From an optimization exercise on the open Yosys and OpenROAD flow, aimed at small area and a short achievable clock period; shortcuts taken in it are not production practice. RTL that was checked went through simulation tests only; none was proved equivalent to the original. For runs 2 to 4, only the layout was checked, not whether the RTL still works. Power figures rest on the tool's default switching activity, not on a simulated workload.

<file path="design/flow/constraint.sdc">
create_clock -name core_clock -period 9.0 [get_ports {CLK}]
set_input_delay 1.8000 -clock core_clock [delete_from_list [all_inputs] [get_ports {CLK}]]
set_output_delay 1.8000 -clock core_clock [all_outputs]
set_load 0.01 [all_outputs]
</file>
<file path="design/flow/design.v">
module ALU(
    input [31:0] A,
    input [31:0] B,
    input CIN,
    input [3:0] Op,  
    output reg [31:0] Out,
    output reg Z, N, C, V
);
    always @(*) begin
        Z = 0;
        N = 0;
        C = 0;
        V = 0;
        case (Op)
            4'b0000: {C, Out} = A + B;
            4'b0001: {C, Out} = A + B + CIN;
            4'b0010: {C, Out} = A - B;
            4'b0011: {C, Out} = A - B - CIN;
            4'b0100: {C, Out} = B - A;
            4'b0101: {C, Out} = B - A - CIN;
            4'b0110: Out = A & B;
            4'b0111: Out = A | B;
            4'b1000: Out = A ^ B;
            4'b1001: Out = ~A;
            4'b1010: Out = B;
            4'b1011: Out = ~B;
            4'b1100: Out = A & ~B;
            default: Out = 32'b0;  
        endcase
        Z = (Out == 32'b0) ? 1 : 0;  
        N = Out[31];  
        V = ((Op == 4'b0000 || Op == 4'b0001) && (~(A[31] ^ B[31]) & (A[31] ^ Out[31]))) ||
            ((Op == 4'b0010 || Op == 4'b0011) && (A[31] ^ B[31]) & (A[31] ^ Out[31])) ||
            ((Op == 4'b0100 || Op == 4'b0101) && (B[31] ^ A[31]) & (B[31] ^ Out[31]));  
        if (Op == 4'b0010 || Op == 4'b0011 || Op == 4'b0100 || Op == 4'b0101) begin
            C = (A < B) ? 1 : 0;  
        end
    end
endmodule
module ShifterSignExtender(
    input [31:0] Rm,
    input [11:0] I,
    input [1:0] AM,
    output reg [31:0] N
);
    integer positions;
    always @(*) begin
        case (AM)
            2'b00: begin
                positions = 2 * I[11:8];
                N = ({24'b0, I[7:0]} >> positions) | ({24'b0, I[7:0]} << (32 - positions));  
            end
            2'b01: begin
                N = Rm;  
            end
            2'b10: begin
                N = {20'b0, I};
            end
            2'b11: begin
                case (I[6:5])
                    2'b00: N = Rm << I[11:7];  
                    2'b01: N = Rm >> I[11:7];  
                    2'b10: N = $signed(Rm) >>> I[11:7];  
                    2'b11: N = (Rm >> I[11:7]) | (Rm << (32 - I[11:7]));
                endcase
            end
            default: N = 32'b0;
        endcase
    end
endmodule
module ex_datapath(
    input  wire        CLK,
    input  wire [31:0] A,
    input  wire [31:0] Rm,
    input  wire [11:0] I,
    input  wire [1:0]  AM,
    input  wire        CIN,
    input  wire [3:0]  Op,
    output reg  [31:0] Out,
    output reg         Z,
    output reg         N,
    output reg         C,
    output reg         V
);
    reg [31:0] a_q, rm_q;
    reg [11:0] i_q;
    reg [1:0]  am_q;
    reg        cin_q;
    reg [3:0]  op_q;
    wire [31:0] operand_b;
    wire [31:0] alu_out;
    wire        alu_z, alu_n, alu_c, alu_v;
    always @(posedge CLK) begin
        a_q   <= A;
        rm_q  <= Rm;
        i_q   <= I;
        am_q  <= AM;
        cin_q <= CIN;
        op_q  <= Op;
    end
    ShifterSignExtender shifter(
        .Rm(rm_q),
        .I(i_q),
        .AM(am_q),
        .N(operand_b)
    );
    ALU alu(
        .A(a_q),
        .B(operand_b),
        .CIN(cin_q),
        .Op(op_q),
        .Out(alu_out),
        .Z(alu_z),
        .N(alu_n),
        .C(alu_c),
        .V(alu_v)
    );
    always @(posedge CLK) begin
        Out <= alu_out;
        Z   <= alu_z;
        N   <= alu_n;
        C   <= alu_c;
        V   <= alu_v;
    end
endmodule
</file>
<file path="design/flow/run.sh">
#!/bin/bash
# synth_recipe.tcl (not shown) runs the flow's synth.tcl, then flattens the netlist and writes it again
# the make line also repeats each setting of config.mk as NAME=value (left out here)
make -C /OpenROAD-flow-scripts/flow DESIGN_CONFIG=/design/flow/config.mk WORK_HOME=/design/flow/orfs CLKGATE_MAP_FILE= SYNTH_SCRIPT=/design/flow/synth_recipe.tcl finish
</file>
<file path="design/flow/config.mk">
export PLATFORM = sky130hd
export DESIGN_NAME = ex_datapath
export DESIGN_NICKNAME = ex_datapath
export VERILOG_FILES = /design/flow/design.v
export SDC_FILE = /design/flow/constraint.sdc
export NUM_CORES = 4
export LEC_CHECK = 0
export CAP_MARGIN = 20
export CORE_MARGIN = 2
export CORE_UTILIZATION = 40
export SETUP_SLACK_MARGIN = 0.6
export SLEW_MARGIN = 20
</file>
==> qor.csv, run 1 <==
stage,metric,value,unit
final_layout,fin nets,3491,
outcome,status,finished clean,
logic_synthesis,number of synthesized register bits,118,
die,I/O pins,120,
logic_synthesis,Synth Area in Simple Gates,22.8,%
die,core area,56400,µm²
min_path,hold depth,3,
power_and_ir_drop,NetSw,2130,µW
cts,CTS Sinks,118,
final_layout,final-layout fill cell count,5767,
placement,placed insts,3997,
worst_setup_path,R2R cell count,24,
power_and_ir_drop,Int Pwr,2050,µW
sta,clk_skew,0.0215,ns
global_route,vias in the first global route,28400,
logic_synthesis,ys async rst share,0,%
sta,# setup viols final,0,
cts,clk buf depth,2,
final_layout,"most common cell after layout, fill and taps aside",buf_4,
placement,Port Buf Inserts,119,
global_route,GR Util All Layers,47.6,%
logic_synthesis,Post-Synth Adder-Cell Area,7.94,%
sta,RSZ-0062 raised after global routing,no,
sta,total negative setup slack,0,ns
final_layout,most frequent cells in the layout,"279 x buf_4, 238 x a21oi_1, 237 x nor2_1",
power_and_ir_drop,Net Sw Frac,51.0,%
worst_setup_path,worst reg2reg path endpoint,Z,
min_path,Hold Path Sink,Out[3],
final_layout,non-filler cells in the finished layout,4039,
logic_synthesis,post-synthesis compound-gate area fraction,30.5,%
logic_synthesis,Post-Synth XOR/XNOR Area,5.52,%
logic_synthesis,sequential fraction of the synthesis area,10.4,%
drt,detailed-route via count,29900,
drt,DRC violation count after routing,0,
worst_setup_path,reg2reg start,i_q[10],
flow_run,total of max-cap violations,0,
logic_synthesis,multiplexer share of the synthesized area,16.4,%
sta,period utilization,92.9,%
logic_synthesis,main combinational cell family by area after synthesis,compound AO/OA/AOI/OAI gates,
min_path,Hold Path Origin,a_q[3],
die,Die Width,243,µm
worst_setup_path,CP arrival,8.76,ns
worst_setup_path,Worst Path Required,9.40,ns
die,FP Rows,87,
power_and_ir_drop,Flop pwr share,16.4,%
worst_setup_path,largest fanout on the critical path,15,
global_route,grt ovf,0,
worst_setup_path,CP top delay family,simple AND/OR/NAND/NOR gates,
final_layout,layout cell share with drive strength beyond 1,18.0,%
cts,H-tree depth,4,
sta,Fmax,120,MHz
worst_setup_path,Critical path buffers and inverters,6,
global_route,largest net degree at the start of global routing,133,
drt,DR iter-0 viols,5174,
cts,Clock Latency Late Sink,0.51,ns
drt,Via density,7.40,
global_route,antenna violations before repair,9,
sta,Fin. Hold Viols,0,
logic_synthesis,synthesized area per cell,7.40,µm²
die,Starting Density,40.5,%
cts,TritonCTS clock tree,done,
worst_setup_path,CP dominant cell by count,buf_4,
final_layout,Area growth syn-to-layout,19.5,%
cts,CTS Buf Count,17,
worst_setup_path,Worst Setup End Kind,register,
power_and_ir_drop,Clock Power Share,19.3,%
final_layout,"Design Area, Final",27300,µm²
power_and_ir_drop,Lkg Pwr,0.0105,µW
sta,hold slack,0.803,ns
logic_synthesis,synth warn,3,
power_and_ir_drop,Comb power frac,64.3,%
worst_setup_path,Critical-path top delay cell,or4b_2,
placement,RePlAce Congestion,1.12,
sta,Rel. slew slack,15.0,%
power_and_ir_drop,PD cells,153,nW/µm²
cts,Root Driver,clkbuf_16,
placement,DP Wirelength,111000,µm
power_and_ir_drop,VDD IR max,0.169,mV
global_route,global-route wire length before repair,206000,µm
logic_synthesis,Unique masters post-synth,106,
logic_synthesis,Post-synth EDFFs,0,
die,total die area,59000,µm²
worst_setup_path,cells along the critical path,buf_4 -> nor2_2 -> buf_4 -> buf_4 -> a21oi_1 -> a21oi_1 -> o31ai_4 -> buf_4 -> fa_1 -> a21o_1 -> o2bb2ai_1 -> or3_4 -> a211oi_1 -> buf_4 -> nand3_1 -> or4_1 -> nor4b_1 -> buf_4 -> xnor2_1 -> o2111ai_1 -> a211o_1 -> nor4_1 -> or4b_2 -> nor4_2,
logic_synthesis,syn nets,3311,
sta,Pins Over Slew Limit,0,
die,Die Span Y,243,µm
drt,Post-DRT Antenna Nets,0,
worst_setup_path,Critical Path Start Type,register,
sta,Period minus WS final,8.36,ns
sta,Slew @ Worst Pin,1.26,ns
placement,DP Area,26200,µm²
drt,DR pass1 iterations,9,
logic_synthesis,ys flop type,dfxtp_1,
cts,"Reg clk slew, reported paths",0.06,ns
sta,final setup margin,0.639,ns
min_path,Hold Crit Class,reg2reg,
logic_synthesis,mapped cell area,22800,µm²
placement,Placement Setup Slack,0.279,ns
worst_setup_path,WS Path Type,reg2reg,
drt,drt wl/cell,36.1,µm
drt,WL final,146000,µm
worst_setup_path,Worst path max stage delay,0.63,ns
worst_setup_path,Reg2Reg Setup Slack,0.64,ns
logic_synthesis,Syn Inst Count,3084,
-- worst max path at each step --
stage | start | to | slack [ns] | cells after the start
detailed placement | i_q[7] | Z | 0.28 | 26
finish | i_q[10] | Z | 0.64 | 24
global route | i_q[8] | Z | 0.48 | 25
floorplan | i_q[9] | Z | 0.86 | 29
CTS | i_q[7] | Z | 0.66 | 26
global placement | i_q[7] | Z | 0.32 | 26
-- final cells by class --
class                      count  area, µm²  area share [%]
inverter                     119        450            1.65
timing repair buffer         406       3470            12.7
multi-input combinational   2602      19400            71.0
clock buffer                  19        443            1.62
tap                          756        946            3.47
sequential                   118       2380            8.74
antenna                        6       15.0          0.0551
clock inverter                13        198           0.725
-- synth_stat cells (61+ instances only) --
cell type  instances  share of area [%]
nor2_1           245                4.0
o21ai_0          194                4.3
xnor2_1          109                4.2
ha_1             140                7.7
o22ai_1           61                1.7
nor3_1            82                1.8
clkbuf_1         159                2.6
a21oi_1          242                5.3
nand3_1           80                1.8
mux2i_1          154                6.8
nand2_1          232                3.8
dfxtp_1          118                 10
inv_1            110                1.8
mux4_2            70                6.9
-- per-stage QoR --
stage / power, µW / util (%)
floorplan: 2120 / -
global placement: 3170 / 46.4
detailed placement: 3170 / 46.4
CTS: 3990 / 47.7
global route: 4290 / 48.3
finish: 4180 / 48.4
-- routing by layer --
layer | GRT usage [%] | vias up | part of all wire [%]
li1 | - | 12100 | -
met3 | 14.8 | 810 | 13
met4 | 35.3 | 6 | 9.9
met2 | 71.6 | 2738 | 42
met1 | 57.0 | 14200 | 36
met5 | 0 | - | 0.027
-- worst min-delay path: stages (launching register included) --
cell     delay [ns]
dfxtp_1        0.36
a21oi_1        0.13
mux2_2         0.17
nand3_1        0.08
-- power by group through the flow --
stage / combinational [µW] / sequential (µW) / clock [µW]
after floorplan: 1480 / 636 / 0
after global placement: 2480 / 685 / 0
after detailed placement: 2480 / 687 / 0
after CTS: 2500 / 677 / 813
after global routing: 2780 / 685 / 833
final: 2690 / 688 / 807
-- sequential cells by signal (all words and copies together), names as in the netlist, 2 cells and up --
signal / flops
a_q: 32
rm_q: 32
Out: 31
i_q: 12
op_q: 4
am_q: 2
-- what timing repair did --
action / in CTS / in global routing
cloned: 0 / 2
hold buffers: 0 / 0
resized for setup: 10 / 73
pin swaps: 0 / 5
buffers inserted: 0 / 2
endpoints found under the setup margin: 2 / 9
-- cell families after synthesis --
family	after synthesis
XOR/XNOR	143
flip-flops	118
multiplexers	279
buffers and inverters	364
adder cells (fa/ha/maj)	143
AND/OR/NAND/NOR	1011
AO/OA/AOI/OAI	1026
==> run 2, diff against run 1 <==
==> design/flow/design.v (replaced) <==
module ALU(
    input [31:0] A,
    input [31:0] B,
    input CIN,
    input [3:0] Op,
    output [31:0] Out,
    output C, V
);
    wire add  = (Op[3:1] == 3'b000);
    wire fwd  = (Op[3:1] == 3'b001);
    wire rev  = (Op[3:1] == 3'b010);
    wire arith = add | fwd | rev;
    wire cin  = Op[0] ? (add ? CIN : ~CIN) : ~add;
    wire [31:0] X = A ^ {32{rev}};
    wire [31:0] Y = B ^ {32{fwd}};
    wire [32:0] s = {1'b0, X} + {1'b0, Y} + {32'b0, cin};
    wire cout = s[32];
    wire pall = &(X ^ Y);
    reg [31:0] L;
    always @(*) begin
        case (Op)
            4'b0110: L = A & B;
            4'b0111: L = A | B;
            4'b1000: L = A ^ B;
            4'b1001: L = ~A;
            4'b1010: L = B;
            4'b1011: L = ~B;
            4'b1100: L = A & ~B;
            default: L = 32'b0;
        endcase
    end
    assign Out = arith ? s[31:0] : L;
    assign C = add ? cout : fwd ? ~(cout | pall) : rev ? (cout & ~pall) : 1'b0;
    assign V = arith & ~(X[31] ^ Y[31]) & (s[31] ^ X[31]);
endmodule
module ShifterSignExtender(
    input [31:0] Rm,
    input [11:0] I,
    input [1:0] AM,
    output [31:0] N
);
    wire        am_sh  = AM[1] & AM[0];
    wire [4:0]  sh     = I[11:7];
    wire [1:0]  ty     = I[6:5];
    wire        lsl    = am_sh & (ty == 2'b00);
    wire        rsh    = am_sh & ~ty[1] & ty[0] | am_sh & ty[1] & ~ty[0];
    wire        fill   = am_sh & ty[1] & ~ty[0] & Rm[31];
    wire [31:0] src;
    assign src[7:0]   = AM[0] ? Rm[7:0] : I[7:0];
    assign src[11:8]  = AM[0] ? Rm[11:8] : (AM[1] ? I[11:8] : 4'b0);
    assign src[31:12] = AM[0] ? Rm[31:12] : 20'b0;
    wire [4:0] amt = am_sh ? (lsl ? (5'd0 - sh) : sh)
                           : (AM[1] | AM[0]) ? 5'd0 : {I[11:8], 1'b0};
    wire [63:0] dbl = {src, src} >> amt;
    wire [31:0] rot = dbl[31:0];
    wire [31:0] lmask = 32'hFFFF_FFFF << sh;
    wire [31:0] rmask = 32'hFFFF_FFFF >> sh;
    wire [31:0] keep = lsl ? lmask : rsh ? rmask : 32'hFFFF_FFFF;
    assign N = (rot & keep) | ({32{fill}} & ~keep);
endmodule
module ex_datapath(
    input  wire        CLK,
    input  wire [31:0] A,
    input  wire [31:0] Rm,
    input  wire [11:0] I,
    input  wire [1:0]  AM,
    input  wire        CIN,
    input  wire [3:0]  Op,
    output reg  [31:0] Out,
    output wire        Z,
    output wire        N,
    output reg         C,
    output reg         V
);
    wire [31:0] operand_b;
    reg  [31:0] a_q, b_q;
    reg         cin_q;
    reg  [3:0]  op_q;
    ShifterSignExtender shifter(.Rm(Rm), .I(I), .AM(AM), .N(operand_b));
    always @(posedge CLK) begin
        a_q   <= A;
        b_q   <= operand_b;
        cin_q <= CIN;
        op_q  <= Op;
    end
    wire [31:0] alu_out;
    wire        alu_c, alu_v;
    ALU alu(.A(a_q), .B(b_q), .CIN(cin_q), .Op(op_q), .Out(alu_out), .C(alu_c), .V(alu_v));
    always @(posedge CLK) begin
        Out <= alu_out;
        C   <= alu_c;
        V   <= alu_v;
    end
    assign Z = ~|Out;
    assign N = Out[31];
endmodule
==> qor.csv, run 2 <==
stage,metric,value,unit
outcome,status,finished clean,
worst_setup_path,Worst Setup End Kind,register,
global_route,grt ovf,0,
die,FP Rows,60,
placement,DP Wirelength,28500,µm
sta,period utilization,58.6,%
final_layout,layout cell share with drive strength beyond 1,6.52,%
power_and_ir_drop,NetSw,893,µW
final_layout,antenna cells,0,
placement,Placement Setup Slack,3.48,ns
die,Starting Density,40.5,%
power_and_ir_drop,Comb power frac,53.1,%
sta,clk_skew,0.0143,ns
sta,Rel. slew slack,25.6,%
final_layout,biggest regs,"Out x32, a_q x32, b_q x32",
final_layout,final-layout fill cell count,2666,
logic_synthesis,ys async rst share,0,%
global_route,GR Util All Layers,26.0,%
logic_synthesis,sequential fraction of the synthesis area,19.0,%
worst_setup_path,Critical Path Start Type,primary input,
logic_synthesis,ys flop type,dfxtp_1,
logic_synthesis,Post-synth EDFFs,0,
worst_setup_path,CP top delay family,simple AND/OR/NAND/NOR gates,
cts,post-CTS setup buffers,0,
drt,DR iter-0 viols,1240,
drt,Via density,6.08,
final_layout,most frequent cells in the layout,"123 x o21ai_0, 118 x clkdlybuf4s50_1, 110 x nand2_1, 110 x a21oi_1, 101 x dfxtp_1",
sta,Fin. Hold Viols,0,
power_and_ir_drop,Int Pwr,1250,µW
placement,Port Buf Inserts,119,
min_path,Hold Crit Class,reg2reg,
worst_setup_path,CP arrival,5.51,ns
die,Die Span Y,169,µm
die,core area,26800,µm²
cts,Post-CTS Resized,0,
logic_synthesis,syn nets,1615,
logic_synthesis,Synth area leaders,"dfxtp_1 19%, ha_1 7.8%, xnor2_1 6.2%, o21ai_0 5.7%, mux2i_1 5.5%",
die,total die area,28500,µm²
worst_setup_path,Critical-path top delay cell,and4bb_1,
drt,WL final,37700,µm
cts,CTS Buf Count,9,
die,I/O pins,120,
worst_setup_path,Critical path buffers and inverters,2,
cts,TritonCTS clock tree,done,
logic_synthesis,synth warn,2,
sta,Period minus WS final,5.27,ns
logic_synthesis,synthesized area per cell,7.44,µm²
global_route,largest net degree at the start of global routing,61,
sta,final setup margin,3.73,ns
cts,CTS Sinks,103,
power_and_ir_drop,PD cells,173,nW/µm²
power_and_ir_drop,Lkg Pwr,0.00500,µW
cts,hold_buf cts,0,
worst_setup_path,Worst Path Required,9.24,ns
cts,Root Driver,clkbuf_16,
sta,total negative setup slack,0,ns
final_layout,fin nets,1652,
cts,Clock Latency Late Sink,0.36,ns
power_and_ir_drop,Flop pwr share,29.6,%
worst_setup_path,Worst path max stage delay,0.73,ns
cts,H-tree depth,3,
logic_synthesis,number of synthesized register bits,103,
final_layout,"most common cell after layout, fill and taps aside",o21ai_0,
drt,drt wl/cell,20.5,µm
drt,detailed-route via count,11200,
sta,Slew @ Worst Pin,1.11,ns
worst_setup_path,WS Path Type,in2reg,
global_route,global-route wire length before repair,58500,µm
die,Die Width,169,µm
sta,Fmax,190,MHz
drt,DRC violation count after routing,0,
worst_setup_path,CP dominant cell by count,mux2i_1,
power_and_ir_drop,VDD IR max,0.0883,mV
flow_run,total of max-cap violations,0,
logic_synthesis,commonest cells in the netlist,"123 x o21ai_0, 110 x a21oi_1, 110 x nand2_1",
cts,clk buf depth,2,
drt,DR pass1 iterations,5,
power_and_ir_drop,Clock Power Share,17.3,%
global_route,antenna violations before repair,0,
drt,Post-DRT Antenna Nets,0,
logic_synthesis,most frequent cell after synthesis,o21ai_0,
final_layout,Area growth syn-to-layout,14.4,%
cts,"Reg clk slew, reported paths",0.07,ns
sta,RSZ-0062 raised after global routing,no,
placement,RePlAce Congestion,0.970,
logic_synthesis,Syn Inst Count,1461,
logic_synthesis,Yosys top cell by area,dfxtp_1,
worst_setup_path,largest fanout on the critical path,33,
logic_synthesis,mapped cell area,10900,µm²
sta,Pins Over Slew Limit,0,
global_route,vias in the first global route,10300,
logic_synthesis,Unique masters post-synth,82,
logic_synthesis,top cell type's share of synthesized area,19.0,%
sta,# setup viols final,0,
worst_setup_path,cells along the critical path,clkdlybuf4s50_1 -> buf_4 -> and4bb_1 -> nand2_1 -> nand2_2 -> mux2_2 -> o21ai_0 -> mux2i_1 -> mux2i_1 -> mux2i_1,
power_and_ir_drop,Net Sw Frac,41.6,%
-- run 2: layer usage --
metal / share of wire, % / routed length [µm] / global-route usage, %
met5: 0 / 0 / 0
met4: 3.8 / 1430 / 11.2
met3: 6.9 / 2590 / 3.18
met2: 45 / 17000 / 41.6
met1: 44 / 16700 / 35.3
-- run 2: cell type report --
class | count | area (µm²) | share of cell area (%)
timing repair buffer | 138 | 1330 | 10.7
multi-input combinational | 1161 | 8000 | 64.4
clock buffer | 10 | 239 | 1.92
inverter | 85 | 319 | 2.57
clock inverter | 6 | 43.8 | 0.353
tap | 341 | 427 | 3.43
sequential | 103 | 2060 | 16.6
-- run 2: path summary, 6_finish.rpt --
kind	start	end	slack (ns)	cells after the start
max	AM[1]	b_q[4]	3.73	10
min	a_q[16]	Out[16]	0.51	2
max reg2reg	op_q[2]	Out[26]	3.98	15
min reg2reg	a_q[16]	Out[16]	0.51	2
-- run 2: kinds of logic after synthesis --
| logic type | share of synthesized area, % |
|---|---|
| AO/OA/AOI/OAI | 29.2 |
| XOR/XNOR | 8.63 |
| adder cells (fa/ha/maj) | 8.20 |
| buffers and inverters | 7.55 |
| flip-flops | 19.0 |
| multiplexers | 9.47 |
| AND/OR/NAND/NOR | 18.0 |
-- run 2: metrics by stage --
step           std cells  instance area (µm²)  hold WS [ns]  total power (µW)  util [%]
5_1_grt             1844                12400         0.534              2290      46.4
3_3_place_gp        1828                12100         0.509              1750      45.3
6_report            1844                12400         0.505              2150      46.4
2_1_floorplan       1461                10900         0.439              1390         -
3_5_place_dp        1828                12100         0.504              1760      45.3
4_1_cts             1844                12400         0.524              2140      46.3
-- run 2: worst reg2reg max path, cell delays in order (launching register included) --
cell	delay, ns
dfxtp_1	0.67
nor2b_1	0.41
nor2b_4	0.21
buf_4	0.51
xnor2_1	0.25
inv_1	0.09
fa_1	0.46
fa_1	0.49
nor2b_1	0.16
o211ai_1	0.19
a311o_1	0.44
nand3_1	0.14
nand3_1	0.10
nand3b_1	0.20
a21oi_1	0.09
or4_1	0.49
-- run 2: power by group through the flow --
| stage | clock network (µW) | registers [µW] | logic, µW |
|---|---|---|---|
| 6_report | 371 | 636 | 1140 |
| 5_1_grt | 396 | 648 | 1250 |
| 4_1_cts | 381 | 637 | 1120 |
| 3_5_place_dp | 0 | 648 | 1120 |
| 3_3_place_gp | 0 | 646 | 1110 |
| 2_1_floorplan | 0 | 638 | 754 |
==> run 3, diff against run 2 <==
--- a/design/flow/config.mk
+++ b/design/flow/config.mk
@@ -8,5 +8,5 @@
 export CAP_MARGIN = 20
 export CORE_MARGIN = 2
 export CORE_UTILIZATION = 40
-export SETUP_SLACK_MARGIN = 0.6
+export SETUP_SLACK_MARGIN = 5
 export SLEW_MARGIN = 20
==> qor.csv, run 3 <==
stage,metric,value,unit
outcome,status,finished clean,
sta,Fmax,257,MHz
final_layout,layout cell share with drive strength beyond 1,11.8,%
worst_setup_path,Worst Setup End Kind,register,
drt,DR pass1 iterations,5,
global_route,GR Util All Layers,26.8,%
logic_synthesis,ys async rst share,0,%
power_and_ir_drop,VDD IR max,0.0873,mV
logic_synthesis,Yosys top cell by area,dfxtp_1,
die,Starting Density,40.5,%
min_path,Hold Crit Class,reg2reg,
final_layout,"most common cell after layout, fill and taps aside",o21ai_0,
logic_synthesis,Unique masters post-synth,82,
logic_synthesis,most frequent cell after synthesis,o21ai_0,
worst_setup_path,Worst Path Required,9.24,ns
final_layout,fin nets,1696,
sta,RSZ-0062 raised after global routing,no,
power_and_ir_drop,NetSw,920,µW
final_layout,register area,2070,µm²
logic_synthesis,top cell type's share of synthesized area,19.0,%
placement,RePlAce Congestion,0.958,
placement,placed insts,1827,
drt,DRC violation count after routing,0,
cts,Root Driver,clkbuf_16,
logic_synthesis,commonest cells in the netlist,"123 x o21ai_0, 110 x a21oi_1, 110 x nand2_1",
global_route,global-route wire length before repair,60200,µm
final_layout,biggest regs,"Out x32, a_q x32, b_q x32",
sta,Rel. slew slack,41.5,%
sta,Slew @ Worst Pin,0.877,ns
logic_synthesis,synthesized area per cell,7.44,µm²
worst_setup_path,CP arrival,4.13,ns
sta,Period minus WS final,3.89,ns
sta,# setup viols final,0,
power_and_ir_drop,Int Pwr,1370,µW
cts,clk buf depth,2,
die,total die area,28500,µm²
logic_synthesis,number of synthesized register bits,103,
logic_synthesis,syn nets,1615,
sta,total negative setup slack,0,ns
flow_run,total of max-cap violations,0,
final_layout,most frequent cells in the layout,"122 x o21ai_0, 111 x clkdlybuf4s50_1, 109 x nand2_1, 109 x a21oi_1, 99 x dfxtp_1",
sta,Fin. Hold Viols,0,
final_layout,antenna cells,0,
logic_synthesis,synth warn,2,
power_and_ir_drop,Clock Power Share,20.0,%
worst_setup_path,WS Path Type,reg2reg,
cts,TritonCTS clock tree,done,
drt,detailed-route via count,11600,
die,Die Width,169,µm
power_and_ir_drop,Flop pwr share,27.9,%
global_route,grt ovf,0,
power_and_ir_drop,Lkg Pwr,0.00537,µW
global_route,largest net degree at the start of global routing,62,
die,Die Span Y,169,µm
logic_synthesis,ys flop type,dfxtp_1,
drt,WL final,39300,µm
power_and_ir_drop,Net Sw Frac,40.1,%
placement,DP Wirelength,28100,µm
cts,hold_buf cts,0,
final_layout,multi-input logic area,8330,µm²
power_and_ir_drop,PD cells,172,nW/µm²
sta,period utilization,43.2,%
logic_synthesis,mapped cell area,10900,µm²
cts,"Reg clk slew, reported paths",0.07,ns
cts,CTS Sinks,103,
logic_synthesis,Syn Inst Count,1461,
final_layout,final-layout fill cell count,2662,
drt,DR iter-0 viols,1087,
drt,Post-DRT Antenna Nets,0,
cts,H-tree depth,3,
logic_synthesis,Synth area leaders,"dfxtp_1 19%, ha_1 7.8%, xnor2_1 6.2%, o21ai_0 5.7%, mux2i_1 5.5%",
global_route,antenna violations before repair,0,
power_and_ir_drop,Comb power frac,52.1,%
final_layout,Area growth syn-to-layout,22.4,%
logic_synthesis,Post-synth EDFFs,0,
worst_setup_path,largest fanout on the critical path,13,
die,core area,26800,µm²
cts,Clock Latency Late Sink,0.36,ns
cts,CTS Buf Count,9,
logic_synthesis,sequential fraction of the synthesis area,19.0,%
die,I/O pins,120,
worst_setup_path,Critical Path Start Type,register,
final_layout,non-filler cells in the finished layout,1888,
drt,Via density,6.14,
global_route,vias in the first global route,10600,
drt,drt wl/cell,20.8,µm
sta,clk_skew,0.0121,ns
sta,Pins Over Slew Limit,0,
die,FP Rows,60,
placement,Port Buf Inserts,119,
run 3: cells by family after synthesis:
kind of cell	Yosys count	synth area share [%]
multiplexers	89	9.47
AO/OA/AOI/OAI	495	29.2
buffers and inverters	197	7.55
flip-flops	103	19.0
XOR/XNOR	107	8.63
AND/OR/NAND/NOR	400	18.0
adder cells (fa/ha/maj)	70	8.20
run 3: power groups by stage:
stage	registers, µW	logic, µW	clock network (µW)
after detailed placement	650	1120	0
after CTS	640	1160	466
after global placement	648	1100	0
after floorplan	638	756	0
after global routing	651	1300	483
final	639	1200	459
run 3: timing repair:
| action | CTS | global route |
|---|---|---|
| pin swaps | 10 | 7 |
| gates resized for setup | 72 | 36 |
| setup endpoints to repair | 54 | 38 |
| buffers inserted | 21 | 13 |
| cloned | 10 | 1 |
run 3: area by class of cell:
class	count	share of cell area [%]
clock buffer	11	1.83
clock inverter	5	0.781
inverter	85	2.46
multi-input combinational	1167	62.6
sequential	103	15.6
tap	341	3.21
timing repair buffer	176	13.5
run 3: per-layer routing:
metal | part of all wire (%) | global-route usage (%) | wire length (µm)
met5 | 0 | 0 | 0
met1 | 42 | 34.5 | 16400
met2 | 47 | 45.3 | 18300
met3 | 7.1 | 2.43 | 2790
met4 | 4.7 | 12.9 | 1840
run 3: worst max-delay path, stage by stage (launching register included):
cell	delay (ns)
dfxtp_4	0.40
buf_12	0.16
nor3b_4	0.26
buf_12	0.15
buf_8	0.17
xnor2_1	0.14
ha_1	0.32
nor2b_2	0.20
o211ai_1	0.39
a311o_1	0.30
nand3_1	0.15
nand3_1	0.12
nand3b_1	0.15
buf_4	0.19
and3_1	0.15
or4_1	0.49
run 3: final timing paths:
check | start | endpoint | slack, ns | cells after the start
max | op_q[1] | Out[26] | 5.11 | 15
min | a_q[17] | Out[17] | 0.50 | 2
max reg2reg | op_q[1] | Out[26] | 5.11 | 15
min reg2reg | a_q[17] | Out[17] | 0.50 | 2
run 3: stage by stage:
step	setup slack, ns	utilization (%)	total power, µW	hold slack, ns	instance area (µm²)
after detailed placement	3.07	45.4	1770	0.474	12200
after CTS	4.99	48.7	2260	0.500	13100
after global routing	5.01	49.6	2440	0.547	13300
after floorplan	5.00	-	1390	0.439	10900
final	5.11	49.6	2290	0.500	13300
after global placement	3.14	45.4	1750	0.482	12200
==> run 4, diff against run 3 <==
--- a/design/flow/config.mk
+++ b/design/flow/config.mk
@@ -5,6 +5,7 @@
 export SDC_FILE = /design/flow/constraint.sdc
 export NUM_CORES = 4
 export LEC_CHECK = 0
+export ABC_CLOCK_PERIOD_IN_PS = 3500
 export CAP_MARGIN = 20
 export CORE_MARGIN = 2
 export CORE_UTILIZATION = 40
==> qor.csv, run 4 <==
stage,metric,value,unit
global_route,largest net degree at the start of global routing,62,
logic_synthesis,commonest cells in the netlist,"123 x o21ai_0, 110 x a21oi_1, 110 x nand2_1",
min_path,Hold Crit Class,reg2reg,
logic_synthesis,Synth area leaders,"dfxtp_1 19%, ha_1 7.8%, xnor2_1 6.2%, o21ai_0 5.7%, mux2i_1 5.5%",
power_and_ir_drop,Net Sw Frac,40.1,%
sta,hold slack,0.500,ns
placement,placed insts,1827,
cts,TritonCTS clock tree,done,
die,FP Rows,60,
cts,"Reg clk slew, reported paths",0.07,ns
sta,RSZ-0062 raised after global routing,no,
power_and_ir_drop,Lkg Pwr,0.00537,µW
logic_synthesis,Post-synth EDFFs,0,
final_layout,antenna cells,0,
drt,Post-DRT Antenna Nets,0,
final_layout,Area growth syn-to-layout,22.4,%
placement,DP Area,12200,µm²
logic_synthesis,syn nets,1615,
sta,# setup viols final,0,
worst_setup_path,Worst path max stage delay,0.49,ns
sta,total negative setup slack,0,ns
logic_synthesis,Unique masters post-synth,82,
die,I/O pins,120,
power_and_ir_drop,Power Total,2290,µW
power_and_ir_drop,Comb power frac,52.1,%
outcome,status,finished clean,
sta,Slew @ Worst Pin,0.877,ns
final_layout,non-filler cells in the finished layout,1888,
worst_setup_path,Critical-path top delay cell,or4_1,
die,Die Width,169,µm
sta,clk_skew,0.0121,ns
drt,DR pass1 iterations,5,
final_layout,layout cell share with drive strength beyond 1,11.8,%
worst_setup_path,Worst Path Required,9.24,ns
cts,hold_buf cts,0,
final_layout,fin nets,1696,
cts,CTS Buf Count,9,
drt,detailed-route via count,11600,
sta,Rel. slew slack,41.5,%
cts,Clock Latency Late Sink,0.36,ns
drt,drt wl/cell,20.8,µm
final_layout,"most common cell after layout, fill and taps aside",o21ai_0,
sta,Fin. Hold Viols,0,
global_route,global-route wire length before repair,60200,µm
cts,Root Driver,clkbuf_16,
logic_synthesis,Syn Inst Count,1461,
logic_synthesis,top cell type's share of synthesized area,19.0,%
worst_setup_path,Critical Path Start Type,register,
drt,DRC violation count after routing,0,
logic_synthesis,ys flop type,dfxtp_1,
placement,Port Buf Inserts,119,
sta,Period minus WS final,3.89,ns
worst_setup_path,WS Path Type,reg2reg,
logic_synthesis,ys async rst share,0,%
cts,H-tree depth,3,
logic_synthesis,mapped cell area,10900,µm²
global_route,antenna violations before repair,0,
final_layout,biggest regs,"Out x32, a_q x32, b_q x32",
power_and_ir_drop,Clock Power Share,20.0,%
logic_synthesis,sequential fraction of the synthesis area,19.0,%
sta,Fmax,257,MHz
sta,period utilization,43.2,%
logic_synthesis,most frequent cell after synthesis,o21ai_0,
die,Die Span Y,169,µm
logic_synthesis,synthesized area per cell,7.44,µm²
logic_synthesis,Yosys top cell by area,dfxtp_1,
global_route,vias in the first global route,10600,
global_route,GR Util All Layers,26.8,%
worst_setup_path,cells along the critical path,buf_12 -> nor3b_4 -> buf_12 -> buf_8 -> xnor2_1 -> ha_1 -> nor2b_2 -> o211ai_1 -> a311o_1 -> nand3_1 -> nand3_1 -> nand3b_1 -> buf_4 -> and3_1 -> or4_1,
power_and_ir_drop,NetSw,920,µW
power_and_ir_drop,VDD IR max,0.0873,mV
logic_synthesis,synth warn,2,
worst_setup_path,Worst Setup End Kind,register,
drt,Via density,6.14,
die,Starting Density,40.5,%
final_layout,"Design Area, Final",13300,µm²
power_and_ir_drop,Int Pwr,1370,µW
logic_synthesis,number of synthesized register bits,103,
placement,RePlAce Congestion,0.958,
power_and_ir_drop,Flop pwr share,27.9,%
die,total die area,28500,µm²
die,core area,26800,µm²
cts,clk buf depth,2,
global_route,grt ovf,0,
cts,CTS Sinks,103,
worst_setup_path,largest fanout on the critical path,13,
final_layout,most frequent cells in the layout,"122 x o21ai_0, 111 x clkdlybuf4s50_1, 109 x nand2_1, 109 x a21oi_1, 99 x dfxtp_1",
sta,Pins Over Slew Limit,0,
drt,WL final,39300,µm
placement,DP Wirelength,28100,µm
flow_run,total of max-cap violations,0,
worst_setup_path,CP arrival,4.13,ns
drt,DR iter-0 viols,1087,
power_and_ir_drop,PD cells,172,nW/µm²
run 4: cell counts in the layout (fill, tap and decap cells not counted):
No cell type changed its count.
run 4: area by class of cell:
cell class                 count  area (µm²)
fill                        2662       13500
inverter                      85         327
tap                          341         427
clock buffer                  11         243
timing repair buffer         176        1800
clock inverter                 5         104
multi-input combinational   1167        8330
sequential                   103        2070
run 4: path summary, 6_finish.rpt:
check	startpoint	to	slack, ns	cells past startpoint
worst min register to register	a_q[17]	Out[17]	0.50	2
worst min-delay path	a_q[17]	Out[17]	0.50	2
worst max-delay path	op_q[1]	Out[26]	5.11	15
worst max register to register	op_q[1]	Out[26]	5.11	15
run 4: cells by family (layout without fill, tap and decap cells):
family | count (synthesis) | count (layout) | synth area share [%]
AO/OA/AOI/OAI | 495 | 495 | 29.2
AND/OR/NAND/NOR | 400 | 406 | 18.0
buffers and inverters | 197 | 277 | 7.55
XOR/XNOR | 107 | 107 | 8.63
flip-flops | 103 | 103 | 19.0
multiplexers | 89 | 89 | 9.47
adder cells (fa/ha/maj) | 70 | 70 | 8.20
run 4: power groups by stage:
stage	sequential [µW]	clock, µW	combinational [µW]
final	639	459	1200
after global routing	651	483	1300
after CTS	640	466	1160
after detailed placement	650	0	1120
after global placement	648	0	1100
after floorplan	638	0	756
run 4: what timing repair did:
item	4_1_cts	5_1_grt
pin swaps	10	7
buffers inserted	21	13
cloned	10	1
endpoints found under the setup margin	54	38
resized for setup	72	36
run 4: worst max-delay path, delay by kind of cell (launching register included):
family	cells	cell delay (ns)
and+or+nand+nor	7	1.52
buffers and inverters	4	0.67
DFF	1	0.40
adders and majority gates	1	0.32
AOI/OAI and AO/OA	2	0.69
xor gates and xnor gates	1	0.14
run 4: metrics by stage:
step | worst slack (ns) | util [%]
detailed placement | 3.07 | 45.4
CTS | 4.99 | 48.7
finish | 5.11 | 49.6
global placement | 3.14 | 45.4
floorplan | 5.00 | -
global route | 5.01 | 49.6
run 4: layer usage:
| layer | GRT usage, % | wire, µm |
|---|---|---|
| met1 | 34.5 | 16400 |
| met2 | 45.3 | 18300 |
| met3 | 2.43 | 2790 |
| met4 | 12.9 | 1840 |
| met5 | 0 | 0 |

## separate check: timing with driven ports
How much do the figures lean on ideal ports? The routed layouts below were timed once more, with nothing changed but the port constraints. Step 1, drivers: a clkbuf_16 drives CLK and a buf_2 each remaining input, both assumed. Step 2, shift: input delay + t, output delay - t, t = (earliest + latest rising clock arrival at the registers) / 2. This alone moves slack from input paths to output paths. Three values: ideal, step 1, step 2; two values: the first two.
run | shift t [ns] | slack for setup (ns) | latest minus earliest clock arrival (ns) | cell pins on the clock port's net
run 1 | 0.561 | 0.639 / 0.639 / 0.639 | 0.022 / 0.022 | 1
run 2 | 0.405 | 3.727 / 3.752 / 3.347 | 0.014 / 0.014 | 1
run 3 | 0.402 | 5.110 / 5.110 / 4.744 | 0.012 / 0.013 | 1
run 4 | 0.402 | 5.110 / 5.110 / 4.744 | 0.012 / 0.013 | 1
After both steps setup and hold are still met in every run listed. The setup slack of run 2, which loses most, moves by +0.025 ns with the drivers and by -0.380 ns with both steps.
